What follows belongs to an exercise in optimizing a design on an open flow for small area; a production flow would make more cautious choices. The RTL was checked by simulation tests, not by an equivalence proof against the original design. No driver is modelled on the clock port, so clocking that relies on it looks cheaper here than on a real chip. Power is estimated from default activity; no workload was simulated.

==> flow/config.mk <==
export PLATFORM = sky130hd
export DESIGN_NAME = flappy_core
export DESIGN_NICKNAME = flappy_core
export VERILOG_FILES = /design/flow/design.v
export SDC_FILE = /design/flow/constraint.sdc
export NUM_CORES = 4
export LEC_CHECK = 0
export CAP_MARGIN = 20
export CORE_MARGIN = 2
export CORE_UTILIZATION = 70
export PLACE_DENSITY = 0.8
export SLEW_MARGIN = 20
==> flow/constraint.sdc <==
create_clock -name core_clock -period 20.0 [get_ports {clk}]
set_input_delay 4.0000 -clock core_clock [delete_from_list [all_inputs] [get_ports {clk}]]
set_output_delay 4.0000 -clock core_clock [all_outputs]
set_load 0.01 [all_outputs]
==> flow/design.v <==
module flappy_core(
	input clk,
	input resetn,
	input go,
	input stop,
	input jump,
	input [1:0] sw,
	output [7:0] x,
	output [6:0] y,
	output [2:0] colour,
	output [7:0] HEX0,
	output [7:0] HEX1,
	output [7:0] HEX2,
	output [7:0] HEX3,
	output [14:0] LEDR
	);
	localparam S_READY = 2'd0, S_READY_WAIT = 2'd1, S_MOVE = 2'd2, S_STOP = 2'd3;
	reg [1:0] cur;
	reg lose;
	wire start = (cur == S_READY);
	always @(posedge clk) begin
		if (!resetn)
			cur <= S_READY;
		else case (cur)
			S_READY: cur <= go ? S_READY_WAIT : S_READY;
			S_READY_WAIT: cur <= S_MOVE;
			S_MOVE: cur <= stop ? S_STOP : (lose ? S_READY : S_MOVE);
			default: cur <= S_READY;
		endcase
	end
	localparam [10:0] TICK_STATE = 11'd1427;
	reg [10:0] timer;
	wire tick = (timer == TICK_STATE);
	wire [10:0] timer_load =
		(sw == 2'b00) ? 11'd1930 :    
		(sw == 2'b01) ? 11'd1946 :    
		(sw == 2'b10) ? 11'd1422 :    
		                11'd926;      
	always @(posedge clk) begin
		if (!resetn || start || tick)
			timer <= timer_load;
		else
			timer <= {timer[9:0], timer[10] ^ timer[8]};
	end
	reg [1:0] count2;
	reg [6:0] height;
	reg going_up;
	reg [3:0] start_falling;
	reg bird_vis;           
	reg p_neg;
	reg [3:0] p_a, p_b;
	reg [3:0] d0, d1, d2, d3;
	reg d4;                 
	wire shift = (count2 == 2'd0);
	localparam [8*8-1:0] OBST = {8'd10, 8'd35, 8'd25, 8'd45, 8'd30, 8'd20, 8'd40, 8'd35};
	function [8:0] seq_next;
		input [8:0] p;    
		begin
			if (p[7:4] == 4'd15 && p[3:0] == 4'd1)
				seq_next = 9'd0;
			else if (p[3:0] == 4'd12)
				seq_next = {p[8], (p[7:4] == 4'd4) ? 4'd8 : p[7:4] + 4'd1, 4'd0};
			else
				seq_next = {p[8:4], p[3:0] + 4'd1};
		end
	endfunction
	wire [5:0] p_h = OBST[{p_a[2:0], 3'b000} +: 6];
	wire bird_pipe_on = !p_neg && p_a[3] && (shift ? (p_b == 4'd0) : (p_b == 4'd1));
	wire hit = (height == 7'd0) || (height == 7'd80) ||
		(bird_pipe_on && (height < {1'b0, p_h} || height > {1'b0, p_h} + 7'd24));
	wire sf_zero = (start_falling == 4'd0);
	wire up_next = jump | (going_up & !sf_zero);
	always @(posedge clk) begin
		if (!resetn)
			start_falling <= 4'd0;
		else if (!start && tick) begin
			if (jump)
				start_falling <= 4'd15;
			else if (!sf_zero)
				start_falling <= start_falling - 4'd1;
		end
	end
	wire c0_9 = (d0 == 4'd9);
	wire c1_9 = c0_9 && (d1 == 4'd9);
	wire c2_9 = c1_9 && (d2 == 4'd9);
	wire c3_9 = c2_9 && (d3 == 4'd9);
	wire wrap = d4 && d3 == 4'd6 && d2 == 4'd3 && d1 == 4'd8 && d0 == 4'd3;
	always @(posedge clk) begin
		if (!resetn || start) begin
			count2 <= 2'd3;
			height <= 7'd40;
			going_up <= 1'b1;
			lose <= 1'b0;
			bird_vis <= 1'b0;
			{p_neg, p_a, p_b} <= {1'b1, 8'd0};
			d0 <= 4'd0; d1 <= 4'd0; d2 <= 4'd0; d3 <= 4'd0; d4 <= 1'b0;
		end else if (tick) begin
			count2 <= count2 - 2'd1;
			if (shift)
				{p_neg, p_a, p_b} <= seq_next({p_neg, p_a, p_b});
			if (hit)
				lose <= 1'b1;
			going_up <= up_next;
			height <= up_next ? height + 7'd1 : height - 7'd1;
			bird_vis <= 1'b1;
			d0 <= (c0_9 || wrap) ? 4'd0 : d0 + 4'd1;
			d1 <= (c1_9 || wrap) ? 4'd0 : d1 + {3'd0, c0_9};
			d2 <= (c2_9 || wrap) ? 4'd0 : d2 + {3'd0, c1_9};
			d3 <= (c3_9 || wrap) ? 4'd0 : d3 + {3'd0, c2_9};
			d4 <= !wrap && (d4 || c3_9);
		end
	end
	assign LEDR[14:8] = height;
	assign LEDR[7] = 1'b0;
	assign LEDR[6] = going_up;
	assign LEDR[5:0] = 6'b0;
	reg [7:0] xr;
	reg [6:0] yr;
	reg c0;                 
	reg fstart;             
	reg q_neg;
	reg [3:0] q_a, q_b;
	wire col_end = (yr == 7'd5);
	wire x_end = (xr == 8'd159);
	wire last = !fstart && col_end && x_end;
	wire is_bird = fstart || (xr == 8'd0) || (xr == 8'd1 && !col_end);
	wire new_col = fstart || col_end;     
	wire [5:0] q_h = OBST[{q_a[2:0], 3'b000} +: 6];
	wire [6:0] opnd = is_bird ? height : {1'b0, q_h};
	wire [7:0] sum = {1'b0, yr} + {1'b0, opnd};
	wire bird_on = !new_col && (bird_vis ? (sum >= 8'd82 && sum <= 8'd85) : (yr >= 7'd82));
	wire pipe_on = !q_neg && q_a[3] && (q_b == 4'd1) && (new_col || sum > 8'd85 || sum < 8'd61);
	wire q_step = (yr == 7'd6) && (xr[1:0] == 2'b01) && (xr[7:2] != 6'd0);
	always @(posedge clk) begin
		if (!resetn || last)
			{q_neg, q_a, q_b} <= {p_neg, p_a, p_b};
		else if (q_step)
			{q_neg, q_a, q_b} <= seq_next({q_neg, q_a, q_b});
	end
	always @(posedge clk) begin
		fstart <= !resetn || last;
		xr <= fstart ? 8'd0 : xr + {7'd0, col_end && !x_end};
		yr <= (fstart || (col_end && !x_end)) ? 7'd84 : (col_end ? 7'd5 : yr - 7'd1);
		c0 <= is_bird ? !bird_on : !pipe_on;
	end
	assign x = xr;
	assign y = yr;
	assign colour = {~c0, c0 | (xr[7:1] != 7'd0), c0};
	localparam [16*8-1:0] SEG = {
		{6{8'bxxxxxxxx}},
		8'b00011000, 8'b00000000, 8'b01111000, 8'b00000010, 8'b00010010,
		8'b00011001, 8'b00110000, 8'b00100100, 8'b01111001, 8'b01000000};
	assign HEX0 = {1'b0, SEG[{d0, 3'b000} +: 7]};
	assign HEX1 = {1'b0, SEG[{d1, 3'b000} +: 7]};
	assign HEX2 = {1'b0, SEG[{d2, 3'b000} +: 7]};
	assign HEX3 = {1'b0, SEG[{d3, 3'b000} +: 7]};
endmodule
==> flow/flow/run.sh <==
#!/bin/bash
# The standard layout (standard.sh), with these changes:
#  - synthesis: ORFS's synth.tcl run through the standard flow's own synth_recipe.tcl, with
#    only the abc call changed to use flow/abc.script (area-oriented mapping),
#    and no half/full adder cells (ADDER_MAP_FILE empty), so abc maps the
#    arithmetic too. Everything before abc (and so every register, its name
#    and its cell) is the standard synthesis's.
#  - the port buffers are sky130_fd_sc_hd__buf_1,
#  - clock tree: see CTS_ARGS below.
# Each tool's log is under orfs/logs/; make's output goes to standard_flow.log.
set -euo pipefail
WORK=$(pwd)
FLOWDIR=$WORK/flow
sed "s#log_cmd abc {\*}\$abc_args#log_cmd abc -script $FLOWDIR/abc.script {*}[lrange \$abc_args 2 end]#" \
  "$FLOW_HOME/scripts/synth.tcl" > "$WORK/own_synth.tcl"
grep -q "abc -script $FLOWDIR/abc.script" "$WORK/own_synth.tcl"
sed "s#source \$::env(SCRIPTS_DIR)/synth.tcl#source $WORK/own_synth.tcl#" "$WORK/synth_recipe.tcl" > "$WORK/own_synth_recipe.tcl"
grep -q "source $WORK/own_synth.tcl" "$WORK/own_synth_recipe.tcl"
bash standard.sh SYNTH_SCRIPT="$WORK/own_synth_recipe.tcl" ADDER_MAP_FILE= \
  "BUFFER_PORTS_ARGS=-buffer_cell sky130_fd_sc_hd__buf_1" \
  "CTS_ARGS=-sink_clustering_enable -repair_clock_nets -dont_use_dummy_load" \
  finish > standard_flow.log 2>&1
==> flow/flow/abc.script <==
strash
dch
map -a
mfs2
strash
dch
map -a
mfs2
strash
dch
map -a
topo
==> flow/standard.sh <==
#!/bin/bash
# synth_recipe.tcl (not shown) runs the flow's synth.tcl, then flattens the netlist and writes it again
# the make line also repeats each setting of config.mk as NAME=value (left out here)
make -C /OpenROAD-flow-scripts/flow DESIGN_CONFIG=/design/flow/config.mk WORK_HOME=/design/flow/orfs CLKGATE_MAP_FILE= SYNTH_SCRIPT=/design/flow/synth_recipe.tcl "${@:-finish}"
==> summary.txt, run 1 <==
TritonCTS Sinks = 81
Reg2Reg Depth = 21
DR iter-0 viols = 206
Required @ worst endpoint = 20.23 ns
Ports = 72
CTS resizes = 0
Layout Cells excl Fill = 826
Tot GR Track Use = 0.2990
initial antenna violation count = 0
Ys Warns = 1
PwrDens = 60.04 mW/mm²
Pre-antenna DRT Iters = 5
Avg Inst Size Synth = 6.658 µm²
Max-slew headroom = 0.3532
clock-pin slew on the worst setup and hold paths = 0.08 ns
HP Class = flip-flop to flip-flop
actual slew at the worst max-slew pin = 0.9702 ns
RR Startpoint = xr[2]
Max Clk Rate = 155.9 MHz
CP arrival = 6.64 ns
Seq/Total Area, Yosys = 0.3770
RePlAce Congestion = 0.9358
die width = 84.54 µm
post-CTS setup buffer count = 0
clock skew = 0.02213 ns
pin count of the biggest net entering global routing = 18
Num CTS Buffers = 9
routed wire length = 10450 µm
# diodes = 0
initial core utilization = 0.7192
status = finished clean
wire per inst = 12.65 µm
clk latency of the worst-skew pair = 0.35 ns
EDFF count, synth = 9
grt ovf = 0
H-tree levels = 3
CTS tree = built
Crit Path Max Fanout = 17
num rows = 29
Setup TNS = 0 ns
Worst VDD drop = 42.66 µV
commonest cells after routing, fill and taps aside = nor2_1, clkinv_1, nand2_1
I/O Buffers = 60
Placed Instances = 817
Core ar. = 0.006314 mm²
RSZ-0062 raised after global routing = no
final HPWL from detailed placement = 8017 µm
Die Span Y = 84.54 µm
Vias = 4765
share of cells above drive strength 1 = 0.02804
Setup crit end kind = flip-flop
final hold vios = 0
Reg2Reg Setup Slack = 16.04 ns
die area = 0.007147 mm²
reg2reg end = c0
vias per cell = 5.769
P_leak = 1.712 nW
max cap viols = 0
hold-critical path depth = 2
Hold EP = timer[5]
drt drc = 0
vias in the first global route = 4272
Post-Syn Area = 0.004541 mm²
FF+latch count, synth = 81
CP Class = input port to flip-flop
top_reg_cell synth = dfxtp_1
crit start category = input port
first-pass GRT wire length = 17840 µm
Final Net Count = 758
asr flop ratio synth = 0
period utilization = 0.3207
area grow syn2layout = 8.652%
commonest non-fill, non-tap cell in the layout = nor2_1
Mapped Cells = 682
fin crit period = 6.414 ns
clock buffer depth = 2
setup violators final = 0
Clock Tree Root = clkbuf_8
worst hold start = timer[4]
# hold bufs at CTS = 0
post-route ant nets = 0
Final Max Slew Viols = 0
post-synthesis cell type count = 34
[power by group]
part,total [mW],switching [mW],internal [mW]
combinational,0.0312,0.0210,0.0103
sequential,0.173,0.00431,0.169
clock,0.0916,0.0514,0.0403
total,0.296,0.0767,0.220
[worst max path at each step]
stage / start / end / cells past startpoint / slack (ns)
2_1_floorplan: jump / height[6] / 16 / 13.87
3_3_place_gp: resetn / timer[7] / 7 / 13.34
3_5_place_dp: resetn / timer[7] / 7 / 13.27
4_1_cts: resetn / timer[3] / 7 / 13.63
5_1_grt: jump / height[6] / 17 / 13.26
6_report: resetn / timer[3] / 7 / 13.59
[sequential cells by signal, indices dropped and copies added (netlist names), 7 cells and up]
name	cells
height	7
timer	11
xr	8
yr	7
[stage by stage]
| step | cell area (µm²) | hold slack, ns | setup slack, ns | power, mW | utilization |
|---|---|---|---|---|---|
| 6_report | 4933 | 0.4328 | 13.59 | 0.2962 | 0.7814 |
| 5_1_grt | 4933 | 0.4539 | 13.26 | 0.3076 | 0.7814 |
| 4_1_cts | 4933 | 0.4362 | 13.63 | 0.2969 | 0.7814 |
| 3_5_place_dp | 4810 | 0.4213 | 13.27 | 0.2075 | 0.7618 |
| 2_1_floorplan | 4578 | 0.4026 | 13.87 | 0.2012 | - |
| 3_3_place_gp | 4810 | 0.4128 | 13.34 | 0.2059 | 0.7618 |
[logic make-up (layout without fill, tap and decap cells)]
family                 Yosys count  in the layout  synth area share
AO/OA/AOI/OAI                  161            161            0.2064
XOR/XNOR                        12             12           0.02315
buffers and inverters          140            197            0.1265
flip-flops                      81             81            0.3770
other                            1             11         0.0008259
AND/OR/NAND/NOR                287            287            0.2662
[critical path: stages]
cell and delay [ns]:
buf_1 0.07, clkinv_1 0.20, nor2_1 0.59, clkinv_1 0.41
nor2_1 0.44, clkinv_1 0.49, or2_2 0.42
[final cells by class]
| type | count | area [µm²] |
|---|---|---|
| clock buffers | 9 | 123.9 |
| fillers | 484 | 1380 |
| inverters | 127 | 476.7 |
| multi-input cells | 471 | 2292 |
| flip-flops and latches | 81 | 1712 |
| well taps | 77 | 96.34 |
| repair buffers | 61 | 232.7 |
[metal layers]
metal  vias to the layer above  track usage  routed length, µm  part of all wire
met5                         -            0                  0                 0
li1                       2398            -                  -                 -
met4                         0       0.1270                188             0.018
met3                        18      0.04818                663             0.063
met2                       200       0.5268               5178              0.50
met1                      2149       0.3606               4420              0.42
[cells in the mapped netlist, types with 2 or more instances]
library cell	instances	area share
buf_4	13	0.021
o41ai_1	2	0.0039
nand2_1	79	0.065
a22oi_1	5	0.0083
nor4_1	11	0.015
a211oi_1	9	0.015
nand3_1	19	0.021
xor2_1	8	0.015
o32ai_1	8	0.015
o21a_1	3	0.0050
a21oi_1	50	0.055
xnor2_1	4	0.0077
a31oi_1	3	0.0041
clkinv_1	127	0.10
nand4_1	5	0.0069
nor3_1	29	0.032
nor2_1	133	0.11
edfxtp_1	9	0.060
o22ai_1	10	0.014
dfxtp_1	72	0.32
o221ai_1	2	0.0039
or2_2	8	0.011
o21ai_0	61	0.067
a2111oi_0	2	0.0039
==> run 2: changes to the inputs <==
--- a/flow/flow/run.sh
+++ b/flow/flow/run.sh
@@ -20,3 +20,3 @@
   "BUFFER_PORTS_ARGS=-buffer_cell sky130_fd_sc_hd__buf_1" \
-  "CTS_ARGS=-sink_clustering_enable -repair_clock_nets -dont_use_dummy_load" \
+  "CTS_ARGS=-sink_clustering_enable -repair_clock_nets -dont_use_dummy_load -buf_list sky130_fd_sc_hd__clkbuf_4 -root_buf sky130_fd_sc_hd__clkbuf_8 -tree_buf sky130_fd_sc_hd__clkbuf_4" \
   finish > standard_flow.log 2>&1
==> flow/flow/abc.script (replaced) <==
strash
&get -n
&deepsyn -T 60
&put
dch
amap
mfs2
strash
dch
amap
mfs2
strash
dch
amap
topo
==> run 2 against run 1 <==
Still clean on timing, DRC and antenna. Cell area decreased by 6.6%. First-iteration DRC count increased by 78%. Synthesized cell count decreased by 16%. Sequential cell count unchanged. Global-route usage decreased by 0.20 points. Wire length decreased by 6.4%. Utilization increased by 0.11 points. Sequential power about the same. Worst hold slack got worse by 0.014 ns. Non-clock buffer count unchanged. Count of clock-buffer cells in the layout unchanged.
==> summary.txt, run 2 <==
status = finished clean
vias in the first global route = 3675
actual slew at the worst max-slew pin = 0.8401 ns
post-route ant nets = 0
grt ovf = 0
clk latency of the worst-skew pair = 0.34 ns
top_reg_cell synth = dfxtp_1
Ports = 72
fin crit period = 5.992 ns
crit-path cells = clkinv_1 > nor2_1 > clkinv_1 > o32ai_1 > clkinv_1 > nor3_1 > buf_1
EDFF count, synth = 9
RSZ-0062 raised after global routing = no
I/O Buffers = 60
Core ar. = 0.005886 mm²
initial antenna violation count = 0
CP arrival = 1.99 ns
CP most frequent cell = clkinv_1
Final Max Slew Viols = 0
Post-Syn Area = 0.004215 mm²
routed wire length = 9778 µm
Filler cells = 447
Placed Instances = 707
Crit Path Max Fanout = 4
max reg flops = 11
max cap viols = 0
first-pass GRT wire length = 15530 µm
commonest cells after routing, fill and taps aside = nor2_1, clkinv_1, dfxtp_1
final hold vios = 0
num rows = 28
area grow syn2layout = 9.261%
drt drc = 0
Synth top cells by count = nor2_1, clkinv_1, dfxtp_1
biggest regs = timer x11, xr x8
period utilization = 0.2996
pin count of the biggest net entering global routing = 28
cell area after layout = 0.004606 mm²
Required @ worst endpoint = 16.00 ns
Avg Inst Size Synth = 7.344 µm²
Worst path max stage delay = 0.38 ns
TritonCTS Sinks = 81
Setup TNS = 0 ns
Synth top area share = 0.3419
Vias = 4325
Sequential cell area = 0.001712 mm²
Multi-input gate area = 0.002113 mm²
CTS resizes = 0
P_leak = 1.499 nW
clock buffer depth = 2
top cell type by total area after synthesis = dfxtp_1
Die Span Y = 81.60 µm
HP Class = flip-flop to flip-flop
Setup crit end kind = primary output
H-tree levels = 3
FF+latch count, synth = 81
CP Class = flip-flop to primary output
top cells by area, synth = dfxtp_1, nor2_1, clkinv_1
CP max stage cell = dfxtp_1
die area = 0.006659 mm²
Num CTS Buffers = 9
PwrDens = 62.49 mW/mm²
die width = 81.60 µm
CP top delay family = buffers and inverters
Tot GR Track Use = 0.2970
most common cell in the netlist = nor2_1
Mapped Cells = 574
clock-pin slew on the worst setup and hold paths = 0.08 ns
DP Area = 0.004482 mm²
most flop-heavy register = timer
vias per cell = 6.041
wire per inst = 13.66 µm
Ys Warns = 1
crit start category = flip-flop
clock skew = 0.02150 ns
Worst VDD drop = 45.91 µV
setup violators final = 0
DR iter-0 viols = 367
# diodes = 0
Clock Tree Root = clkbuf_8
post-synthesis cell type count = 47
CP Buf/Inv Count = 4
Max Clk Rate = 166.9 MHz
# hold bufs at CTS = 0
post-CTS setup buffer count = 0
commonest non-fill, non-tap cell in the layout = nor2_1
RePlAce Congestion = 0.9183
Max-slew headroom = 0.4356
asr flop ratio synth = 0
Layout Cells excl Fill = 716
share of cells above drive strength 1 = 0.01560
final HPWL from detailed placement = 7371 µm
Seq/Total Area, Yosys = 0.4061
Final Net Count = 650
initial core utilization = 0.7162
Pre-antenna DRT Iters = 6
CTS tree = built
-- run 2: cell count changes after synthesis, moves of 11 or more --
cell and delta:
clkinv_1 -39, o21ai_0 -24, nand2_1 -33, a211oi_1 +11, nor2_1 -20, a21oi_1 -25
-- run 2: report_power, final --
| group | total [mW] | switching [mW] | internal, mW |
|---|---|---|---|
| combinational | 0.0255 | 0.0174 | 0.00816 |
| clock | 0.0895 | 0.0493 | 0.0402 |
| sequential | 0.173 | 0.00393 | 0.169 |
| total | 0.288 | 0.0706 | 0.217 |
-- run 2: final cells by class --
| type | instances | share of cell area |
|---|---|---|
| Sequential cell | 81 | 0.3716 |
| Clock buffer | 9 | 0.02689 |
| Timing Repair Buffer | 61 | 0.05053 |
| Tap cell | 75 | 0.02037 |
| Inverter | 88 | 0.07172 |
| Multi-Input combinational cell | 402 | 0.4588 |
-- run 2: per-layer routing --
layer	part of all wire	wire (µm)	track usage	up-vias
met5	0	0	0	-
met4	0.015	150	0.1150	0
met3	0.077	752	0.07143	19
met2	0.47	4570	0.4754	188
met1	0.44	4305	0.3893	1965
li1	-	-	-	2153
-- run 2: path summary, 6_finish.rpt --
path / from / endpoint / slack, ns / depth (start not counted)
worst max register to register: xr[5] / c0 / 15.09 / 20
worst min-delay path: timer[4] / timer[5] / 0.42 / 2
worst min register to register: timer[4] / timer[5] / 0.42 / 2
worst max-delay path: d0[0] / HEX0[0] / 14.01 / 7
-- run 2: metrics by stage --
step,utilization,power (mW),setup slack [ns],hold WS [ns]
after floorplan,-,0.1960,14.37,0.3974
after global placement,0.7615,0.2003,14.06,0.4021
after detailed placement,0.7615,0.2012,13.96,0.4071
after CTS,0.7825,0.2895,14.01,0.4236
after global routing,0.7825,0.3008,13.81,0.4438
final,0.7825,0.2878,14.01,0.4185
-- run 2: logic make-up (layout without fill, tap and decap cells) --
group / after synthesis / in the layout / synth area share
AOI/OAI and AO/OA: 150 / 150 / 0.2375
buffers and inverters: 101 / 158 / 0.1015
DFF: 81 / 81 / 0.4061
other: 1 / 11 / 0.0008896
and+or+nand+nor: 241 / 241 / 0.2541
-- run 2: worst reg2reg max path, stage by stage (launching register included) --
cell	delay [ns]
dfxtp_1	0.34
or2_0	0.25
nor2_1	0.08
nor4b_1	0.45
nand2_1	0.13
o21ai_0	0.64
clkinv_1	0.33
and3_1	0.30
a221oi_1	0.36
nand2_1	0.13
o21a_1	0.15
nand2_1	0.08
nand2_1	0.08
nand2_1	0.08
and2_0	0.17
nor2_1	0.06
a21oi_1	0.22
o21ai_0	0.16
or4_1	0.53
o21ai_0	0.16
o41a_1	0.16
==> run 3: changes to the inputs <==
--- a/flow/flow/run.sh
+++ b/flow/flow/run.sh
@@ -21,2 +21,2 @@
   "CTS_ARGS=-sink_clustering_enable -repair_clock_nets -dont_use_dummy_load -buf_list sky130_fd_sc_hd__clkbuf_4 -root_buf sky130_fd_sc_hd__clkbuf_8 -tree_buf sky130_fd_sc_hd__clkbuf_4" \
-  finish > standard_flow.log 2>&1
+ SKIP_REPAIR_TIE_FANOUT=1 finish > standard_flow.log 2>&1
==> run 3 against run 2 <==
Still clean on timing, DRC and antenna. Highest routed layer unchanged. Sequential power about the same. Synthesized area unchanged. Critical path type unchanged. Synthesized cell count unchanged. Total power up 0.72%. Largest cell class unchanged. Largest power group unchanged. Setup slack better by 0.029 ns.
==> summary.txt, run 3 <==
first-pass GRT wire length = 15970 µm
TritonCTS Sinks = 81
asr flop ratio synth = 0
period utilization = 0.2981
RSZ-0062 raised after global routing = no
Final Net Count = 640
vias per cell = 6.098
final hold vios = 0
commonest cells after routing, fill and taps aside = nor2_1, clkinv_1, dfxtp_1
Final Max Slew Viols = 0
Post-Syn Area = 0.004215 mm²
cell area after layout = 0.004568 mm²
Max Clk Rate = 167.7 MHz
Pre-antenna DRT Iters = 5
P_leak = 1.467 nW
clock skew = 0.01521 ns
final HPWL from detailed placement = 7564 µm
CTS tree = built
post-synthesis cell type count = 47
Reg2Reg Setup Slack = 14.98 ns
Crit Path Max Fanout = 7
top cells by area, synth = dfxtp_1, nor2_1, clkinv_1
Finished Core Util = 0.7761
clock-pin slew on the worst setup and hold paths = 0.07 ns
Synth top cells by count = nor2_1, clkinv_1, dfxtp_1
top cell type by total area after synthesis = dfxtp_1
most flop-heavy register = timer
commonest non-fill, non-tap cell in the layout = nor2_1
num rows = 28
Synth top area share = 0.3419
Worst VDD drop = 49.68 µV
initial core utilization = 0.7162
I/O Buffers = 60
PwrDens = 63.46 mW/mm²
FF+latch count, synth = 81
Num CTS Buffers = 9
CTS resizes = 0
Seq/Total Area, Yosys = 0.4061
post-route ant nets = 0
vias in the first global route = 3763
drt drc = 0
Power, Total = 289.9 µW
post-CTS setup buffer count = 0
biggest regs = timer x11, xr x8
most common cell in the netlist = nor2_1
clock buffer depth = 2
Clock Tree Root = clkbuf_8
Vias = 4305
wire per inst = 14.12 µm
pre-CTS WS = 14.00 ns
area grow syn2layout = 8.370%
Core ar. = 0.005886 mm²
setup violators final = 0
# hold bufs at CTS = 0
status = finished clean
Max-slew headroom = 0.4345
post-layout worst setup margin = 14.04 ns
HP Class = flip-flop to flip-flop
max reg flops = 11
Tot GR Track Use = 0.3070
actual slew at the worst max-slew pin = 0.8268 ns
pin count of the biggest net entering global routing = 28
die area = 0.006659 mm²
# diodes = 0
Setup TNS = 0 ns
fin crit period = 5.963 ns
initial antenna violation count = 0
Ports = 72
DR iter-0 viols = 270
Die Span Y = 81.60 µm
Avg Inst Size Synth = 7.344 µm²
routed wire length = 9968 µm
CP Class = flip-flop to primary output
die width = 81.60 µm
max cap viols = 0
clk latency of the worst-skew pair = 0.35 ns
RePlAce Congestion = 0.8925
share of cells above drive strength 1 = 0.01585
top_reg_cell synth = dfxtp_1
Required @ worst endpoint = 16.00 ns
DP Area = 0.004444 mm²
CP arrival = 1.96 ns
Setup crit end kind = primary output
H-tree levels = 3
grt ovf = 0
Ys Warns = 1
EDFF count, synth = 9
crit start category = flip-flop
Mapped Cells = 574
[run 3: cell counts after synthesis]
No cell type changed its count.
[run 3: report_power, final]
| group | internal [mW] | switching (mW) | total [mW] |
|---|---|---|---|
| Sequential | 0.169 | 0.00399 | 0.173 |
| Clock | 0.0402 | 0.0511 | 0.0913 |
| Combinational | 0.00817 | 0.0176 | 0.0258 |
| Total | 0.217 | 0.0727 | 0.290 |
[run 3: through the flow]
stage	hold WS, ns	instances
finish	0.4218	706
global route	0.4513	706
CTS	0.4263	706
detailed placement	0.4168	697
global placement	0.4048	697
floorplan	0.3974	574
[run 3: area by class of cell]
type,instances,area [µm²]
multi-input cells,392,2076
flip-flops and latches,81,1712
fillers,467,1318
inverters,88,330.3
repair buffers,61,232.7
clock buffers,9,123.9
well taps,75,93.84
[run 3: worst paths after layout]
kind | from | endpoint | cells past startpoint
hold / removal | timer[4] | timer[5] | 2
setup reg to reg | xr[5] | c0 | 20
hold reg to reg | timer[4] | timer[5] | 2
setup / recovery | d1[0] | HEX1[4] | 8
[run 3: critical path, stage by stage, from the launching register on]
cell,delay [ns]
dfxtp_1,0.40
clkinv_1,0.23
nor2_1,0.20
clkinv_1,0.10
nor2_1,0.13
nand2_1,0.11
o211ai_1,0.15
or2_0,0.14
buf_1,0.14
[run 3: cells by family (layout without fill, tap and decap cells)]
kind of cell / after synthesis / in the layout / synth area share
AND/OR/NAND/NOR: 241 / 241 / 0.2541
AO/OA/AOI/OAI: 150 / 150 / 0.2375
flip-flops: 81 / 81 / 0.4061
other: 1 / 1 / 0.0008896
buffers and inverters: 101 / 158 / 0.1015
[run 3: per-layer routing]
metal | global-route usage | up-vias | share of wire
met1 | 0.3975 | 1948 | 0.44
met2 | 0.5205 | 187 | 0.47
li1 | - | 2152 | -
met4 | 0.1133 | 0 | 0.017
met5 | 0 | - | 0
met3 | 0.04615 | 18 | 0.075
==> run 4: changes to the inputs <==
--- a/flow/flow/run.sh
+++ b/flow/flow/run.sh
@@ -20,3 +20,3 @@
   "BUFFER_PORTS_ARGS=-buffer_cell sky130_fd_sc_hd__buf_1" \
-  "CTS_ARGS=-sink_clustering_enable -repair_clock_nets -dont_use_dummy_load -buf_list sky130_fd_sc_hd__clkbuf_4 -root_buf sky130_fd_sc_hd__clkbuf_8 -tree_buf sky130_fd_sc_hd__clkbuf_4" \
+  "CTS_ARGS=-sink_clustering_enable -repair_clock_nets -dont_use_dummy_load -buf_list sky130_fd_sc_hd__clkbuf_4 -root_buf sky130_fd_sc_hd__clkbuf_4 -tree_buf sky130_fd_sc_hd__clkbuf_4" \
  SKIP_REPAIR_TIE_FANOUT=1 finish > standard_flow.log 2>&1
==> run 4 against run 3 <==
Still clean on timing, DRC and antenna. Synthesized cell count is the same. Cell area shrank 1.2%. Via count grew 1.1%. Global-route usage shrank 0.33 points. Critical endpoint is now HEX0[0]. Largest cell class unchanged. Highest routed layer unchanged.
==> summary.txt, run 4 <==
post-route ant nets = 0
wire per inst = 14.09 µm
commonest non-fill, non-tap cell in the layout = nor2_1
DR iter-0 viols = 274
most flop-heavy register = timer
fin crit period = 6.043 ns
CP Class = flip-flop to primary output
Psw = 69.85 µW
Worst path max stage delay = 0.39 ns
Core ar. = 0.005886 mm²
CP arrival = 2.04 ns
Max Clk Rate = 165.5 MHz
Max-slew headroom = 0.4811
vias in the first global route = 3791
FF+latch count, synth = 81
clock-pin slew on the worst setup and hold paths = 0.12 ns
Final Max Slew Viols = 0
top_reg_cell synth = dfxtp_1
CTS resizes = 0
Crit Path Max Fanout = 4
Ports = 72
Clk pwr share = 0.259
Flop pwr share = 0.645
Comb pwr share = 0.096
Post-Syn Area = 0.004215 mm²
initial core utilization = 0.7162
Final Net Count = 640
CP top delay family = buffers and inverters
max reg flops = 11
Mapped Cells = 574
CP max stage cell = dfxtp_1
Worst VDD drop = 41.70 µV
Hold Worst Slack = 0.4298 ns
CP most frequent cell = clkinv_1
num rows = 28
Pre-antenna DRT Iters = 13
P_leak = 1.443 nW
RSZ-0062 raised after global routing = no
crit-path cells = clkinv_1 > nor2_1 > clkinv_1 > o32ai_1 > clkinv_1 > nor3_1 > buf_1
Layout Cells excl Fill = 706
Setup TNS = 0 ns
drt drc = 0
Placed Instances = 697
CP Buf/Inv Count = 4
post-CTS setup buffer count = 0
Tot GR Track Use = 0.3037
Num CTS Buffers = 9
Cell Int Power = 197.9 µW
Vias = 4352
pre-CTS WS = 14.00 ns
clock skew = 0.02621 ns
Avg Inst Size Synth = 7.344 µm²
Clock Tree Root = clkbuf_4
area grow syn2layout = 7.035%
pin count of the biggest net entering global routing = 28
I/O Buffers = 60
vias per cell = 6.164
# diodes = 0
period utilization = 0.3021
Synth top cells by count = nor2_1, clkinv_1, dfxtp_1
CTS tree = built
HP Class = flip-flop to flip-flop
clk latency of the worst-skew pair = 0.42 ns
asr flop ratio synth = 0
Finished Core Util = 0.7666
commonest cells after routing, fill and taps aside = nor2_1, clkinv_1, dfxtp_1
EDFF count, synth = 9
top cell type by total area after synthesis = dfxtp_1
clock buffer depth = 2
final HPWL from detailed placement = 7564 µm
die width = 81.60 µm
biggest regs = timer x11, xr x8
die area = 0.006659 mm²
first-pass GRT wire length = 15880 µm
Synth top area share = 0.3419
Die Span Y = 81.60 µm
PwrDens = 59.35 mW/mm²
# hold bufs at CTS = 0
most common cell in the netlist = nor2_1
TritonCTS Sinks = 81
top cells by area, synth = dfxtp_1, nor2_1, clkinv_1
RePlAce Congestion = 0.8925
setup violators final = 0
share of cells above drive strength 1 = 0.01585
routed wire length = 9950 µm
Net Sw Frac = 0.2608
grt ovf = 0
crit start category = flip-flop
H-tree levels = 3
Setup crit end kind = primary output
Required @ worst endpoint = 16.00 ns
actual slew at the worst max-slew pin = 0.7587 ns
final hold vios = 0
initial antenna violation count = 0
max cap viols = 0
post-layout worst setup margin = 13.96 ns
status = finished clean
Ys Warns = 1
Seq/Total Area, Yosys = 0.4061
post-synthesis cell type count = 47
run 4: area by class of cell:
class | count | area (µm²)
clock buffer | 9 | 67.56
fill | 481 | 1374
inverter | 88 | 330.3
multi-input combinational | 392 | 2076
sequential | 81 | 1712
tap | 75 | 93.84
timing repair buffer | 61 | 232.7
run 4: cells by family after synthesis:
kind of cell    after synthesis  share of synthesized area
simple gates                241                     0.2541
compound gates              150                     0.2375
buf+inv                     101                     0.1015
flops                        81                     0.4061
other cells                   1                  0.0008896
run 4: worst paths after layout:
path	startpoint	to	slack, ns	cells after the start
min reg2reg	timer[4]	timer[5]	0.43	2
max	d0[0]	HEX0[0]	13.96	7
max reg2reg	xr[5]	c0	14.91	20
min	timer[4]	timer[5]	0.43	2
run 4: power groups by stage:
| stage | sequential [mW] | combinational, mW | clock, mW |
|---|---|---|---|
| after floorplan | 0.176 | 0.0202 | 0 |
| after global placement | 0.176 | 0.0243 | 0 |
| after CTS | 0.173 | 0.0253 | 0.0702 |
| after detailed placement | 0.176 | 0.0252 | 0 |
| after global routing | 0.173 | 0.0291 | 0.0747 |
| final | 0.173 | 0.0258 | 0.0693 |
run 4: per-stage QoR:
stage | power [mW] | instance area [µm²]
after floorplan | 0.1960 | 4215
after global placement | 0.2004 | 4444
after detailed placement | 0.2016 | 4444
after CTS | 0.2682 | 4512
after global routing | 0.2773 | 4512
final | 0.2678 | 4512
run 4: worst register-to-register path: cells and delay by family, from the launching register on:
family | cells | cell delay [ns]
buf+inv | 1 | 0.30
flops | 1 | 0.35
simple gates | 12 | 2.45
compound gates | 7 | 1.93
run 4: routing by layer:
layer / vias up / GRT usage / wire length (µm)
met4: 0 / 0.1167 / 193
met1: 1989 / 0.3954 / 4437
li1: 2152 / - / -
met3: 25 / 0.04725 / 727
met5: - / 0 / 0
met2: 186 / 0.5090 / 4591
==> run 5: changes to the inputs <==
--- a/flow/design.v
+++ b/flow/design.v
@@ -44,3 +44,2 @@
 	end
-	reg [1:0] count2;
 	reg [6:0] height;
@@ -48,3 +47,2 @@
 	reg [3:0] start_falling;
-	reg bird_vis;           
 	reg p_neg;
@@ -53,3 +51,4 @@
 	reg d4;                 
-	wire shift = (count2 == 2'd0);
+	wire shift = d0[0] && (d0[1] ^ d1[0]);
+	wire bird_vis = !(p_neg && p_a == 4'd0 && p_b == 4'd0 && d0[1:0] == 2'd0);
 	localparam [8*8-1:0] OBST = {8'd10, 8'd35, 8'd25, 8'd45, 8'd30, 8'd20, 8'd40, 8'd35};
@@ -89,3 +88,2 @@
 		if (!resetn || start) begin
-			count2 <= 2'd3;
 			height <= 7'd40;
@@ -93,3 +91,2 @@
 			lose <= 1'b0;
-			bird_vis <= 1'b0;
 			{p_neg, p_a, p_b} <= {1'b1, 8'd0};
@@ -97,3 +94,2 @@
 		end else if (tick) begin
-			count2 <= count2 - 2'd1;
 			if (shift)
@@ -104,3 +100,2 @@
 			height <= up_next ? height + 7'd1 : height - 7'd1;
-			bird_vis <= 1'b1;
 			d0 <= (c0_9 || wrap) ? 4'd0 : d0 + 4'd1;
--- a/flow/flow/run.sh
+++ b/flow/flow/run.sh
@@ -8,3 +8,5 @@
 #  - the port buffers are sky130_fd_sc_hd__buf_1,
-#  - clock tree: see CTS_ARGS below.
+#  - the constant outputs share one tie cell (SKIP_REPAIR_TIE_FANOUT),
+#  - the clock tree is built from clkbuf_4, without dummy loads; leaves with
+#    slow clock pins are upsized afterwards (flow/post_cts.tcl).
 # Each tool's log is under orfs/logs/; make's output goes to standard_flow.log.
@@ -20,3 +22,5 @@
   "BUFFER_PORTS_ARGS=-buffer_cell sky130_fd_sc_hd__buf_1" \
+  SKIP_REPAIR_TIE_FANOUT=1 \
   "CTS_ARGS=-sink_clustering_enable -repair_clock_nets -dont_use_dummy_load -buf_list sky130_fd_sc_hd__clkbuf_4 -root_buf sky130_fd_sc_hd__clkbuf_4 -tree_buf sky130_fd_sc_hd__clkbuf_4" \
- SKIP_REPAIR_TIE_FANOUT=1 finish > standard_flow.log 2>&1
+  POST_CTS_TCL="$FLOWDIR/post_cts.tcl" \
+  finish > standard_flow.log 2>&1
==> flow/flow/post_cts.tcl (new file) <==
set_propagated_clock [all_clocks]
estimate_parasitics -placement
set resized 0
foreach inst [get_cells clkbuf_*] {
  if { [get_property $inst ref_name] ne "sky130_fd_sc_hd__clkbuf_4" } { continue }
  set net [get_nets -of_objects [get_pins [get_full_name $inst]/X]]
  set worst 0
  foreach p [get_pins -of_objects $net -filter "direction==input"] {
    foreach k {slew_max_rise slew_max_fall} {
      set s [get_property $p $k]
      if { $s > $worst } { set worst $s }
    }
  }
  if { $worst > 0.100 } {
    puts "post_cts: [get_full_name $inst] sink slew $worst ns, clkbuf_4 -> clkbuf_8"
    replace_cell $inst sky130_fd_sc_hd__clkbuf_8
    incr resized
  }
}
if { $resized > 0 } {
  detailed_placement
  check_placement -verbose
}
==> run 5 against run 4 <==
Combinational power is 7% lower. Utilization is 2.5 points higher. Synthesized cell count is 1.2% lower. Sequential share of layout area is 0.71 points lower. Cell area is 1.7% lower. First-iteration DRC count is 46% higher. Still clean on timing, DRC and antenna. Cell count is 1.6% lower. Wire length is 2.2% higher. Largest power group unchanged. Non-clock buffer count is 1 lower. Clock skew is 0.0047 ns lower. Global-route usage is 1.8 points higher.
==> summary.txt, run 5 <==
status = finished clean
vias per cell = 6.298
Max-slew headroom = 0.3406
Filler cells = 402
max cap viols = 0
Ys Warns = 1
I/O Buffers = 60
Post-Syn Area = 0.004119 mm²
FF+latch count, synth = 78
DR iter-0 viols = 400
final hold vios = 0
TritonCTS Sinks = 78
max reg flops = 11
final HPWL from detailed placement = 7632 µm
DP Area = 0.004337 mm²
Seq/Total Area, Yosys = 0.4010
Layout Cells excl Fill = 695
Required @ worst endpoint = 20.23 ns
vias in the first global route = 3861
first-pass GRT wire length = 16470 µm
Setup crit end kind = flip-flop
Synth top cells by count = nor2_1, clkinv_1, dfxtp_1
grt ovf = 0
cell area after layout = 0.004437 mm²
fin crit period = 6.054 ns
CP Class = input port to flip-flop
setup violators final = 0
Placed Instances = 686
Die Span Y = 80.71 µm
initial core utilization = 0.7345
post-route ant nets = 0
die area = 0.006514 mm²
most common cell in the netlist = nor2_1
RSZ-0062 raised after global routing = no
area grow syn2layout = 7.716%
clk latency of the worst-skew pair = 0.35 ns
Synth top area share = 0.3354
commonest cells after routing, fill and taps aside = nor2_1, clkinv_1, dfxtp_1
clock-pin slew on the worst setup and hold paths = 0.09 ns
share of cells above drive strength 1 = 0.01605
Crit Path Max Fanout = 16
Mapped Cells = 567
post-synthesis cell type count = 40
pin count of the biggest net entering global routing = 17
CP arrival = 6.28 ns
CTS tree = built
HP Class = flip-flop to flip-flop
Tot GR Track Use = 0.3214
RePlAce Congestion = 0.9794
initial antenna violation count = 0
routed wire length = 10170 µm
commonest non-fill, non-tap cell in the layout = nor2_1
Vias = 4377
wire per inst = 14.63 µm
Avg Inst Size Synth = 7.264 µm²
top cells by area, synth = dfxtp_1, nor2_1, clkinv_1
die width = 80.71 µm
P_leak = 1.437 nW
actual slew at the worst max-slew pin = 0.9854 ns
most flop-heavy register = timer
Final Max Slew Viols = 0
top cell type by total area after synthesis = dfxtp_1
biggest regs = timer x11, xr x8
Setup TNS = 0 ns
Max Clk Rate = 165.2 MHz
top_reg_cell synth = dfxtp_1
Ports = 72
num rows = 27
Core ar. = 0.005608 mm²
Final Net Count = 632
asr flop ratio synth = 0
drt drc = 0
Pre-antenna DRT Iters = 5
# diodes = 0
PwrDens = 60.21 mW/mm²
Worst VDD drop = 58.76 µV
period utilization = 0.3027
clock skew = 0.02148 ns
EDFF count, synth = 9
crit start category = input port
-- run 5: changes by cell type after synthesis, moves of 6 or more --
cell / previous run / this run
nand2_1: 46 / 40
nor2_1: 113 / 95
nor3_1: 28 / 44
nor4_1: 12 / 5
o21ai_0: 37 / 56
o22ai_1: 8 / 15
-- run 5: path summary, 6_finish.rpt --
kind / from / cells after the start / endpoint / slack [ns]
worst min register to register: timer[4] / 2 / timer[5] / 0.44
worst min-delay path: timer[4] / 2 / timer[5] / 0.44
worst max register to register: yr[3] / 20 / c0 / 15.12
worst max-delay path: resetn / 5 / timer[7] / 13.95
-- run 5: kinds of logic after synthesis --
logic type,synth area share
flip-flops,0.4010
buffers and inverters,0.1002
AND/OR/NAND/NOR,0.2558
other,0.0009104
AO/OA/AOI/OAI,0.2421
-- run 5: final cells by class --
cell class | count | area (µm²) | area share
Tap cell | 72 | 90.09 | 0.02030
Multi-Input combinational cell | 392 | 2062 | 0.4647
Inverter | 84 | 315.3 | 0.07107
Clock buffer | 9 | 92.59 | 0.02087
Sequential cell | 78 | 1652 | 0.3722
Timing Repair Buffer | 60 | 225.2 | 0.05076
-- run 5: worst max-delay path, cell delays in order --
cell	delay (ns)
buf_1	0.13
clkinv_1	0.18
nor2_1	0.80
clkinv_1	0.68
or3_1	0.49
-- run 5: metal layers --
metal | part of all wire | track usage
met1 | 0.43 | 0.3897
met4 | 0.025 | 0.1424
met2 | 0.48 | 0.5467
met5 | 0 | 0
met3 | 0.074 | 0.07191
-- run 5: through the flow --
step / hold WS (ns) / setup WS (ns) / util / power [mW]
finish: 0.4368 / 13.95 / 0.7912 / 0.2671
floorplan: 0.3974 / 14.10 / - / 0.1887
global route: 0.4502 / 13.73 / 0.7912 / 0.2775
global placement: 0.4213 / 13.85 / 0.7733 / 0.1928
detailed placement: 0.4286 / 13.73 / 0.7733 / 0.1942
-- run 5: where the power goes --
part	switching [mW]	internal, mW
sequential	0.00461	0.163
clock	0.0461	0.0297
combinational	0.0166	0.00743
==> run 6: changes to the inputs <==
==> flow/flow/abc.script (replaced) <==
strash
&get -n
&deepsyn -T 60
&put
dch
amap
mfs2
strash
dch
amap
mfs2
strash
dch
amap
mfs2
strash
dch
amap
mfs2
strash
dch
amap
topo
--- a/flow/flow/post_cts.tcl
+++ b/flow/flow/post_cts.tcl
@@ -8,2 +8,3 @@
   foreach p [get_pins -of_objects $net -filter "direction==input"] {
+    if { [get_property $p name] ne "CLK" } { continue }
     foreach k {slew_max_rise slew_max_fall} {
@@ -13,4 +14,4 @@
   }
-  if { $worst > 0.100 } {
-    puts "post_cts: [get_full_name $inst] sink slew $worst ns, clkbuf_4 -> clkbuf_8"
+  if { $worst > 0.105 } {
+    puts "post_cts: [get_full_name $inst] clock pin slew $worst ns, clkbuf_4 -> clkbuf_8"
     replace_cell $inst sky130_fd_sc_hd__clkbuf_8
==> run 6 against run 5 <==
Via count is 2.4% lower. Worst hold slack better by 0.0031 ns. Clock power is 0.9% higher. Total power is 0.40% higher. Global-route usage is 0.61 points higher. Largest cell class unchanged. Largest power group unchanged.
==> summary.txt, run 6 <==
Post-Syn Area = 0.004079 mm²
CTS tree = built
Avg Inst Size Synth = 7.245 µm²
pre-CTS WS = 13.23 ns
Final Max Slew Viols = 0
post-route ant nets = 0
commonest cells after routing, fill and taps aside = nor2_1, clkinv_1, dfxtp_1
crit-path cells = clkinv_1 > o32ai_1 > nor3_1 > o21ai_0 > clkinv_1 > o21ai_0 > nor3_1 > buf_1
commonest non-fill, non-tap cell in the layout = nor2_1
initial antenna violation count = 0
Mapped Cells = 563
drt drc = 0
max reg flops = 11
CP arrival = 2.45 ns
Setup TNS = 0 ns
Synth top cells by count = nor2_1, clkinv_1, dfxtp_1
CP Class = flip-flop to primary output
RSZ-0062 raised after global routing = no
DR iter-0 viols = 430
setup violators final = 0
Die Span Y = 80.34 µm
vias per cell = 6.185
Tot GR Track Use = 0.3274
CP max stage cell = dfxtp_1
top_reg_cell synth = dfxtp_1
period utilization = 0.3223
grt ovf = 0
Core ar. = 0.005574 mm²
area grow syn2layout = 7.454%
Max-slew headroom = 0.4553
pin count of the biggest net entering global routing = 19
Setup crit end kind = primary output
actual slew at the worst max-slew pin = 0.8140 ns
PwrDens = 61.19 mW/mm²
Hold EP = timer[5]
final HPWL from detailed placement = 7736 µm
vias in the first global route = 3713
die area = 0.006454 mm²
hold-critical path depth = 2
initial core utilization = 0.7318
reg2reg end = c0
asr flop ratio synth = 0
Reg2Reg Setup Slack = 14.75 ns
post-synthesis cell type count = 40
Max Clk Rate = 155.1 MHz
Worst VDD drop = 72.99 µV
Vias = 4274
clock-pin slew on the worst setup and hold paths = 0.10 ns
P_leak = 1.412 nW
Hold Worst Slack = 0.4398 ns
EDFF count, synth = 9
TritonCTS Sinks = 78
Reg2Reg Depth = 23
die width = 80.34 µm
Synth top area share = 0.3387
top cell type by total area after synthesis = dfxtp_1
FF+latch count, synth = 78
clock skew = 0.02253 ns
status = finished clean
Pre-antenna DRT Iters = 5
Worst path max stage delay = 0.43 ns
crit path from = d1[0]
wire per inst = 14.88 µm
first-pass GRT wire length = 16700 µm
# diodes = 0
max cap viols = 0
I/O Buffers = 60
routed wire length = 10280 µm
final hold vios = 0
worst hold start = timer[4]
most flop-heavy register = timer
Crit Path Max Fanout = 6
Final Net Count = 628
clk latency of the worst-skew pair = 0.42 ns
most common cell in the netlist = nor2_1
share of cells above drive strength 1 = 0.01454
Seq/Total Area, Yosys = 0.4049
RR Startpoint = yr[5]
Ports = 72
biggest regs = timer x11, xr x8
top cells by area, synth = dfxtp_1, nor2_1, clkinv_1
crit start category = flip-flop
Power, Total = 268.2 µW
num rows = 27
Finished Core Util = 0.7863
Ys Warns = 1
fin crit period = 6.446 ns
post-layout worst setup margin = 13.55 ns
RePlAce Congestion = 0.9254
Required @ worst endpoint = 16.00 ns
Filler cells = 402
HP Class = flip-flop to flip-flop
==> run 6: critical path, delay by kind of cell (launching register included) <==
kind,cells,cell delay [ns]
simple gates,2,0.25
compound gates,3,0.82
buf+inv,3,0.53
flops,1,0.43
==> run 6: how the worst max path moves through the flow <==
stage / to / slack [ns]
2_1_floorplan: HEX1[2] / 14.00
3_3_place_gp: d2[1] / 13.53
3_5_place_dp: d2[1] / 13.23
5_1_grt: d2[1] / 13.30
6_report: HEX1[2] / 13.55
==> run 6: cell type report <==
class | instances | area (µm²) | share of cell area
sequential | 78 | 1652 | 0.3768
multi-input combinational | 389 | 2018 | 0.4605
tap | 72 | 90.09 | 0.02055
inverter | 83 | 311.5 | 0.07108
timing repair buffer | 60 | 225.2 | 0.05138
clock buffer | 9 | 86.33 | 0.01970
==> run 6: kinds of logic (layout without fill, tap and decap cells) <==
| kind of cell | after synthesis | in the layout | share of synthesized area |
|---|---|---|---|
| AND/OR/NAND/NOR | 227 | 227 | 0.2469 |
| AO/OA/AOI/OAI | 161 | 161 | 0.2469 |
| buffers and inverters | 96 | 152 | 0.1003 |
| flip-flops | 78 | 78 | 0.4049 |
| other | 1 | 1 | 0.0009194 |
==> run 6: stage by stage <==
stage | std cells | instance area (µm²)
2_1_floorplan | 563 | 4079
5_1_grt | 691 | 4383
3_5_place_dp | 682 | 4297
3_3_place_gp | 682 | 4297
6_report | 691 | 4383
==> run 6: power by group <==
| group | switching, mW | internal, mW |
|---|---|---|
| Sequential | 0.00433 | 0.163 |
| Clock | 0.0492 | 0.0273 |
| Combinational | 0.0170 | 0.00764 |
==> run 6: per-layer routing <==
layer / part of all wire / up-vias / GRT usage / wire, µm
li1: - / 2119 / - / -
met5: 0 / - / 0 / 0
met4: 0.024 / 0 / 0.1220 / 244
met3: 0.071 / 27 / 0.06404 / 735
met1: 0.43 / 1937 / 0.4125 / 4377
met2: 0.48 / 191 / 0.5550 / 4925
==> run 7: changes to the inputs <==
--- a/flow/config.mk
+++ b/flow/config.mk
@@ -9,4 +9,4 @@
 export CORE_MARGIN = 2
-export CORE_UTILIZATION = 70
-export PLACE_DENSITY = 0.8
+export CORE_UTILIZATION = 85
+export PLACE_DENSITY = 0.9
 export SLEW_MARGIN = 20
==> run 7 against run 6 <==
Synthesized cell count unchanged. Synthesized area is the same. The flow now stops in 3_1_place_gp_skip_io.
==> summary.txt, run 7 <==
asr flop ratio synth = 0
XOR/XNOR share of the synthesized area = 0
Post-Syn Area = 0.004079 mm²
Mapped Cells = 563
EDFF count, synth = 9
most common cell in the netlist = nor2_1
adder-cell share of the synthesized area = 0
die width = 73.27 µm
top cells by area, synth = dfxtp_1, nor2_1, clkinv_1
top_reg_cell synth = dfxtp_1
Ys Warns = 1
post-synthesis cell type count = 40
Die Span Y = 73.27 µm
Synth top cells by count = nor2_1, clkinv_1, dfxtp_1
Synth top area share = 0.3387
simple-gate share of the synthesized area = 0.2469
initial core utilization = 0.8752
Failed at = 3_1_place_gp_skip_io
num rows = 25
Err = [ERROR GPL-0301] Utilization 103.030 % exceeds 100%.
Seq/Total Area, Yosys = 0.4049
post-synthesis mux area share = 0
largest family of logic cells by synthesized area = compound AO/OA/AOI/OAI gates
Synth Area in Compound Gates = 0.2469
Avg Inst Size Synth = 7.245 µm²
status = stopped before the end
FF+latch count, synth = 78
top cell type by total area after synthesis = dfxtp_1
## run 7: cell counts after synthesis
No cell type changed its count.
## run 7: logic make-up after synthesis
family,count (synthesis)
and+or+nand+nor,227
AOI/OAI and AO/OA,161
buffers and inverters,96
DFF,78
other,1
==> run 8: changes to the inputs <==
--- a/flow/config.mk
+++ b/flow/config.mk
@@ -9,3 +9,3 @@
 export CORE_MARGIN = 2
-export CORE_UTILIZATION = 85
+export CORE_UTILIZATION = 78
 export PLACE_DENSITY = 0.9
==> run 8 against run 7 <==
Now clean on timing, DRC and antenna. Synthesized area is the same. Synthesized cell count is the same.
==> summary.txt, run 8 <==
CP arrival = 2.34 ns
Post-Syn Area = 0.004079 mm²
adder-cell share of the synthesized area = 0
XOR/XNOR share of the synthesized area = 0
RePlAce Congestion = 1.080
RSZ-0062 raised after global routing = no
Setup TNS = 0 ns
final hold vios = 0
Required @ worst endpoint = 16.00 ns
initial core utilization = 0.8037
largest family of logic cells by synthesized area = compound AO/OA/AOI/OAI gates
FF+latch count, synth = 78
Multi-input gate area = 0.002018 mm²
TritonCTS Sinks = 78
first-pass GRT wire length = 17820 µm
actual slew at the worst max-slew pin = 0.8365 ns
post-route ant nets = 0
fin crit period = 6.336 ns
Synth Area in Compound Gates = 0.2469
Final Max Slew Viols = 0
Die Span Y = 76.32 µm
I/O Buffers = 60
clock-pin slew on the worst setup and hold paths = 0.10 ns
crit start category = flip-flop
biggest regs = timer x11, xr x8
Final Net Count = 628
post-synthesis cell type count = 40
final HPWL from detailed placement = 7879 µm
num rows = 26
Avg Inst Size Synth = 7.245 µm²
simple-gate share of the synthesized area = 0.2469
top cell type by total area after synthesis = dfxtp_1
Max-slew headroom = 0.4403
Worst VDD drop = 71.66 µV
grt ovf = 0
Seq/Total Area, Yosys = 0.4049
Finished Core Util = 0.8644
commonest cells after routing, fill and taps aside = nor2_1, clkinv_1, dfxtp_1
Detail Route met2 WL = 5184 µm
share of cells above drive strength 1 = 0.01454
met3 WL post-DR = 912 µm
vias in the first global route = 4032
Ys Warns = 1
max cap viols = 0
post-synthesis mux area share = 0
die area = 0.005824 mm²
most flop-heavy register = timer
P_leak = 1.414 nW
PwrDens = 61.45 mW/mm²
Core ar. = 0.005075 mm²
commonest non-fill, non-tap cell in the layout = nor2_1
Ports = 72
HP Class = flip-flop to flip-flop
# diodes = 0
wire per inst = 15.61 µm
Filler cells = 313
top_reg_cell synth = dfxtp_1
Crit Path Max Fanout = 4
CP max stage cell = dfxtp_1
top cells by area, synth = dfxtp_1, nor2_1, clkinv_1
Setup crit end kind = primary output
CTS tree = built
period utilization = 0.3168
asr flop ratio synth = 0
die width = 76.32 µm
setup violators final = 0
max reg flops = 11
vias per cell = 6.422
initial antenna violation count = 0
Tot GR Track Use = 0.3766
area grow syn2layout = 7.546%
pin count of the biggest net entering global routing = 19
DR iter-0 viols = 475
crit-path cells = clkinv_1 > o32ai_1 > nor3_1 > o21ai_0 > clkinv_1 > o21ai_0 > nor3_1 > buf_1
status = finished clean
Synth top area share = 0.3387
routed wire length = 10750 µm
top routing layer in use = met4
most common cell in the netlist = nor2_1
Max Clk Rate = 157.8 MHz
Worst path max stage delay = 0.41 ns
Mapped Cells = 563
Sequential cell area = 0.001652 mm²
clk latency of the worst-skew pair = 0.45 ns
Pre-antenna DRT Iters = 6
clock skew = 0.03268 ns
EDFF count, synth = 9
wire length on met1 = 4136 µm
drt drc = 0
Synth top cells by count = nor2_1, clkinv_1, dfxtp_1
Vias = 4425
CP Class = flip-flop to primary output
==> run 8: cell counts after synthesis <==
Identical to the previous run, type by type.
==> run 8: worst paths after layout <==
path	depth (start not counted)	from	endpoint	slack, ns
max	8	d1[1]	HEX1[2]	13.66
min	2	timer[4]	timer[5]	0.43
max reg2reg	25	yr[5]	c0	14.55
min reg2reg	2	timer[4]	timer[5]	0.43
==> run 8: metal layers <==
| metal | up-vias | global-route usage |
|---|---|---|
| li1 | 2104 | - |
| met2 | 267 | 0.6381 |
| met1 | 1997 | 0.4477 |
| met3 | 57 | 0.05687 |
| met5 | - | 0 |
| met4 | 0 | 0.2382 |
==> run 8: through the flow <==
step / power, mW / worst slack, ns / area (µm²) / instances / hold slack, ns
floorplan: 0.1892 / 14.00 / 4079 / 563 / 0.3974
global placement: 0.1929 / 13.56 / 4294 / 680 / 0.4092
detailed placement: 0.1940 / 13.38 / 4294 / 680 / 0.4107
global route: 0.2782 / 13.34 / 4387 / 689 / 0.4638
finish: 0.2695 / 13.66 / 4387 / 689 / 0.4313
==> run 8: cell families after synthesis <==
family,Yosys count
DFF,78
other,1
buffers and inverters,96
and+or+nand+nor,227
AOI/OAI and AO/OA,161
==> run 8: cell type report <==
type | count | area share
multi-input combinational | 389 | 0.4601
timing repair buffer | 60 | 0.05134
tap | 70 | 0.01997
sequential | 78 | 0.3765
clock buffer | 9 | 0.02111
inverter | 83 | 0.07102
==> run 8: power by group <==
part / switching (mW) / internal, mW / total (mW) / leakage (nW)
Clock: 0.0489 / 0.0293 / 0.0781 / 0.0518
Combinational: 0.0167 / 0.00764 / 0.0244 / 0.713
Sequential: 0.00427 / 0.163 / 0.167 / 0.650
==> run 8: worst max-delay path, delay by kind of cell (launching register included) <==
family	cells	cell delay (ns)
AO/OA/AOI/OAI	3	0.81
buffers and inverters	3	0.44
flip-flops	1	0.41
AND/OR/NAND/NOR	2	0.22
==> run 9: changes to the inputs <==
--- a/flow/design.v
+++ b/flow/design.v
@@ -53,3 +53,23 @@
 	wire bird_vis = !(p_neg && p_a == 4'd0 && p_b == 4'd0 && d0[1:0] == 2'd0);
-	localparam [8*8-1:0] OBST = {8'd10, 8'd35, 8'd25, 8'd45, 8'd30, 8'd20, 8'd40, 8'd35};
+	localparam [16*8-1:0] PIPE = {
+		8'd0,          
+		8'd64 + 8'd35,   
+		8'd64 + 8'd40,   
+		8'd64 + 8'd35,   
+		8'd64 + 8'd45,   
+		8'd64 + 8'd20,   
+		8'bxxxxxxxx,   
+		8'd64 + 8'd10,   
+		8'd0,          
+		8'd64 + 8'd25,   
+		8'd64 + 8'd30,   
+		8'bxxxxxxxx,   
+		8'd0,          
+		8'bxxxxxxxx,   
+		8'd0,          
+		8'd0};    
+	function [3:0] step;
+		input [3:0] v;
+		step = {v[2:0], v[0] ^ v[3] ^ !(v[0] | v[1])};
+	endfunction
 	function [8:0] seq_next;
@@ -57,12 +77,11 @@
 		begin
-			if (p[7:4] == 4'd15 && p[3:0] == 4'd1)
-				seq_next = 9'd0;
-			else if (p[3:0] == 4'd12)
-				seq_next = {p[8], (p[7:4] == 4'd4) ? 4'd8 : p[7:4] + 4'd1, 4'd0};
+			if (p[7:4] == 4'd8 && p[3:0] == 4'd1)
+				seq_next = {1'b0, step(p[7:4]), 4'd0};
 			else
-				seq_next = {p[8:4], p[3:0] + 4'd1};
+				seq_next = {p[8], (p[3:0] == 4'd8) ? step(p[7:4]) : p[7:4], step(p[3:0])};
 		end
 	endfunction
-	wire [5:0] p_h = OBST[{p_a[2:0], 3'b000} +: 6];
-	wire bird_pipe_on = !p_neg && p_a[3] && (shift ? (p_b == 4'd0) : (p_b == 4'd1));
+	wire [7:0] p_pipe = PIPE[{p_a, 3'b000} +: 8];
+	wire [5:0] p_h = p_pipe[5:0];
+	wire bird_pipe_on = !p_neg && p_pipe[6] && (shift ? (p_b == 4'd0) : (p_b == 4'd1));
 	wire hit = (height == 7'd0) || (height == 7'd80) ||
@@ -122,3 +141,4 @@
 	wire new_col = fstart || col_end;     
-	wire [5:0] q_h = OBST[{q_a[2:0], 3'b000} +: 6];
+	wire [7:0] q_pipe = PIPE[{q_a, 3'b000} +: 8];
+	wire [5:0] q_h = q_pipe[5:0];
 	wire [6:0] opnd = is_bird ? height : {1'b0, q_h};
@@ -126,3 +146,3 @@
 	wire bird_on = !new_col && (bird_vis ? (sum >= 8'd82 && sum <= 8'd85) : (yr >= 7'd82));
-	wire pipe_on = !q_neg && q_a[3] && (q_b == 4'd1) && (new_col || sum > 8'd85 || sum < 8'd61);
+	wire pipe_on = !q_neg && q_pipe[6] && (q_b == 4'd1) && (new_col || sum > 8'd85 || sum < 8'd61);
 	wire q_step = (yr == 7'd6) && (xr[1:0] == 2'b01) && (xr[7:2] != 6'd0);
==> flow/flow/abc.script (replaced) <==
strash
&get -n
&deepsyn -T 60
&put
dch
amap
mfs2
strash
dch
amap
mfs2
strash
dch
amap
topo
--- a/flow/flow/post_cts.tcl
+++ b/flow/flow/post_cts.tcl
@@ -8,3 +8,2 @@
   foreach p [get_pins -of_objects $net -filter "direction==input"] {
-    if { [get_property $p name] ne "CLK" } { continue }
     foreach k {slew_max_rise slew_max_fall} {
@@ -14,4 +13,4 @@
   }
-  if { $worst > 0.105 } {
-    puts "post_cts: [get_full_name $inst] clock pin slew $worst ns, clkbuf_4 -> clkbuf_8"
+  if { $worst > 0.100 } {
+    puts "post_cts: [get_full_name $inst] sink slew $worst ns, clkbuf_4 -> clkbuf_8"
     replace_cell $inst sky130_fd_sc_hd__clkbuf_8
--- a/flow/config.mk
+++ b/flow/config.mk
@@ -9,4 +9,4 @@
 export CORE_MARGIN = 2
-export CORE_UTILIZATION = 78
-export PLACE_DENSITY = 0.9
+export CORE_UTILIZATION = 70
+export PLACE_DENSITY = 0.8
 export SLEW_MARGIN = 20
==> run 9 against run 8 <==
Highest routed layer unchanged. Critical path depth down 1. Sequential power about the same. Clock skew down 0.0089 ns. First-iteration DRC count down 25%. Cell area up 1.2%. Still clean on timing, DRC and antenna. Largest power group unchanged.
==> summary.txt, run 9 <==
status = finished clean
RePlAce Congestion = 0.9233
GR peak layer = met2
Worst VDD drop = 36.91 µV
commonest cells after routing, fill and taps aside = nor2_1, clkinv_1, dfxtp_1
grt ovf = 0
Pre-antenna DRT Iters = 7
DR iter-0 viols = 357
clk latency of the worst-skew pair = 0.34 ns
top cell type by total area after synthesis = dfxtp_1
Max Clk Rate = 161.3 MHz
Required @ worst endpoint = 20.23 ns
Ports = 72
commonest non-fill, non-tap cell in the layout = nor2_1
Core ar. = 0.005574 mm²
Die Span Y = 80.55 µm
top_reg_cell synth = dfxtp_1
PwrDens = 61.25 mW/mm²
asr flop ratio synth = 0
area grow syn2layout = 8.237%
vias in the first global route = 3932
Finished Core Util = 0.7964
clock skew = 0.02378 ns
most flop-heavy register = timer
top cells by area, synth = dfxtp_1, nor2_1, clkinv_1
routed wire length = 10180 µm
pin count of the biggest net entering global routing = 26
Avg Inst Size Synth = 7.208 µm²
EDFF count, synth = 9
RSZ-0062 raised after global routing = no
Net Sw Frac = 0.2500
Tot GR Track Use = 0.3275
Mapped Cells = 569
pre-CTS WS = 13.54 ns
initial antenna violation count = 0
vias per cell = 6.219
CP Class = input port to flip-flop
Cell Int Power = 203.9 µW
met3 usage = 0.04382
grt met1 use = 0.3771
FF+latch count, synth = 78
Reg2Reg Setup Slack = 14.62 ns
Synth top cells by count = nor2_1, clkinv_1, dfxtp_1
Clk pwr share = 0.302
Comb pwr share = 0.083
actual slew at the worst max-slew pin = 0.8404 ns
post-route ant nets = 0
final hold vios = 0
Synth top area share = 0.3368
M2 GR Usage = 0.5817
max cap viols = 0
Crit Path Max Fanout = 25
crit start category = input port
die width = 80.55 µm
Post-Syn Area = 0.004101 mm²
post-synthesis cell type count = 42
Max-slew headroom = 0.4338
share of cells above drive strength 1 = 0.01754
Final Max Slew Viols = 0
post-layout worst setup margin = 13.80 ns
Setup TNS = 0 ns
clock-pin slew on the worst setup and hold paths = 0.08 ns
first-pass GRT wire length = 16760 µm
# diodes = 0
setup violators final = 0
Ys Warns = 1
num rows = 27
period utilization = 0.3100
final HPWL from detailed placement = 7584 µm
Filler cells = 424
Final Net Count = 636
CP arrival = 6.43 ns
cell area after layout = 0.004439 mm²
Seq/Total Area, Yosys = 0.4027
die area = 0.006488 mm²
Psw = 67.97 µW
CTS tree = built
Hold Worst Slack = 0.4219 ns
max reg flops = 11
Flop pwr share = 0.615
DP Area = 0.004334 mm²
I/O Buffers = 60
wire per inst = 14.56 µm
most common cell in the netlist = nor2_1
P_leak = 1.454 nW
Setup crit end kind = flip-flop
fin crit period = 6.200 ns
Vias = 4347
TritonCTS Sinks = 78
biggest regs = timer x11, xr x8
drt drc = 0
HP Class = flip-flop to flip-flop
initial core utilization = 0.7358
run 9: metrics by stage:
stage,power [mW],instances
2_1_floorplan,0.1879,569
3_3_place_gp,0.1922,690
3_5_place_dp,0.1930,690
5_1_grt,0.2825,699
6_report,0.2719,699
run 9: routing by layer:
metal	vias up	part of all wire
met4	0	0.034
met5	-	0
met2	240	0.49
li1	2120	-
met3	41	0.078
met1	1946	0.40
run 9: power by group through the flow:
| stage | clock (mW) | sequential, mW | combinational, mW |
|---|---|---|---|
| floorplan | 0 | 0.170 | 0.0179 |
| global placement | 0 | 0.171 | 0.0216 |
| detailed placement | 0 | 0.171 | 0.0223 |
| global route | 0.0893 | 0.168 | 0.0253 |
| finish | 0.0820 | 0.167 | 0.0226 |
run 9: cell type report:
cell class              instances  area [µm²]  area share
multi-input cells             397        2048      0.4614
flip-flops and latches         78        1652      0.3720
inverters                      81       304.0     0.06849
clock buffers                   9       105.1     0.02368
repair buffers                 62       240.2     0.05411
well taps                      72       90.09     0.02029
run 9: critical path, cell delays in order:
cell and delay, ns:
buf_1 0.10, clkinv_1 0.17, nor2_1 0.42, clkinv_1 0.69
a31oi_1 0.45, clkinv_1 0.28, o32ai_1 0.32
run 9: logic make-up after synthesis:
family / after synthesis / synth area share
other: 1 / 0.0009143
buffers and inverters: 94 / 0.09792
AO/OA/AOI/OAI: 157 / 0.2410
AND/OR/NAND/NOR: 239 / 0.2575
flip-flops: 78 / 0.4027
run 9: final timing paths:
check	depth (start not counted)	endpoint	startpoint
setup / recovery	7	d2[1]	resetn
hold / removal	2	timer[5]	timer[4]
setup reg to reg	24	c0	xr[5]
hold reg to reg	2	timer[5]	timer[4]

separate check: timing with driven ports:
In the flow no input, the clock included, has a driving cell. The finished layouts below were timed again as built, in two steps.
Step 1, drivers: a clkbuf_16 drives clk and a buf_2 each remaining input, both assumed.
Step 2 adds t to the input delays and takes it off the output delays; t is the mean of the earliest and latest rising clock arrival at the registers after step 1. Input paths then give back, and output paths get back, about the clock's delay inside the block.
a / b / c = no drivers / after step 1 / after step 2; a / b = the first two.
run | shift t [ns] | setup WS [ns] | worst setup path at the end | worst register clock-pin slew, ns | pins driven straight from the clock port
run 1 | 0.376 | 13.586 / 13.598 / 13.222 | input to register | 0.08 / 0.08 | 1
run 2 | 0.368 | 14.008 / 13.976 / 13.902 | input to register | 0.08 / 0.08 | 1
run 3 | 0.377 | 14.037 / 14.007 / 13.925 | input to register | 0.07 / 0.07 | 1
run 4 | 0.433 | 13.957 / 13.930 / 13.916 | input to register | 0.12 / 0.12 | 1
run 5 | 0.367 | 13.946 / 13.926 / 13.589 | input to register | 0.09 / 0.09 | 1
run 6 | 0.438 | 13.554 / 13.525 / 13.185 | input to register | 0.10 / 0.10 | 1
run 8 | 0.459 | 13.664 / 13.637 / 13.247 | input to register | 0.10 / 0.10 | 1
run 9 | 0.365 | 13.800 / 13.809 / 13.444 | input to register | 0.09 / 0.09 | 1
After both steps every run listed still meets setup and hold. For run 8, which loses most, drivers alone change the setup slack by -0.027 ns; drivers and shift together by -0.417 ns.
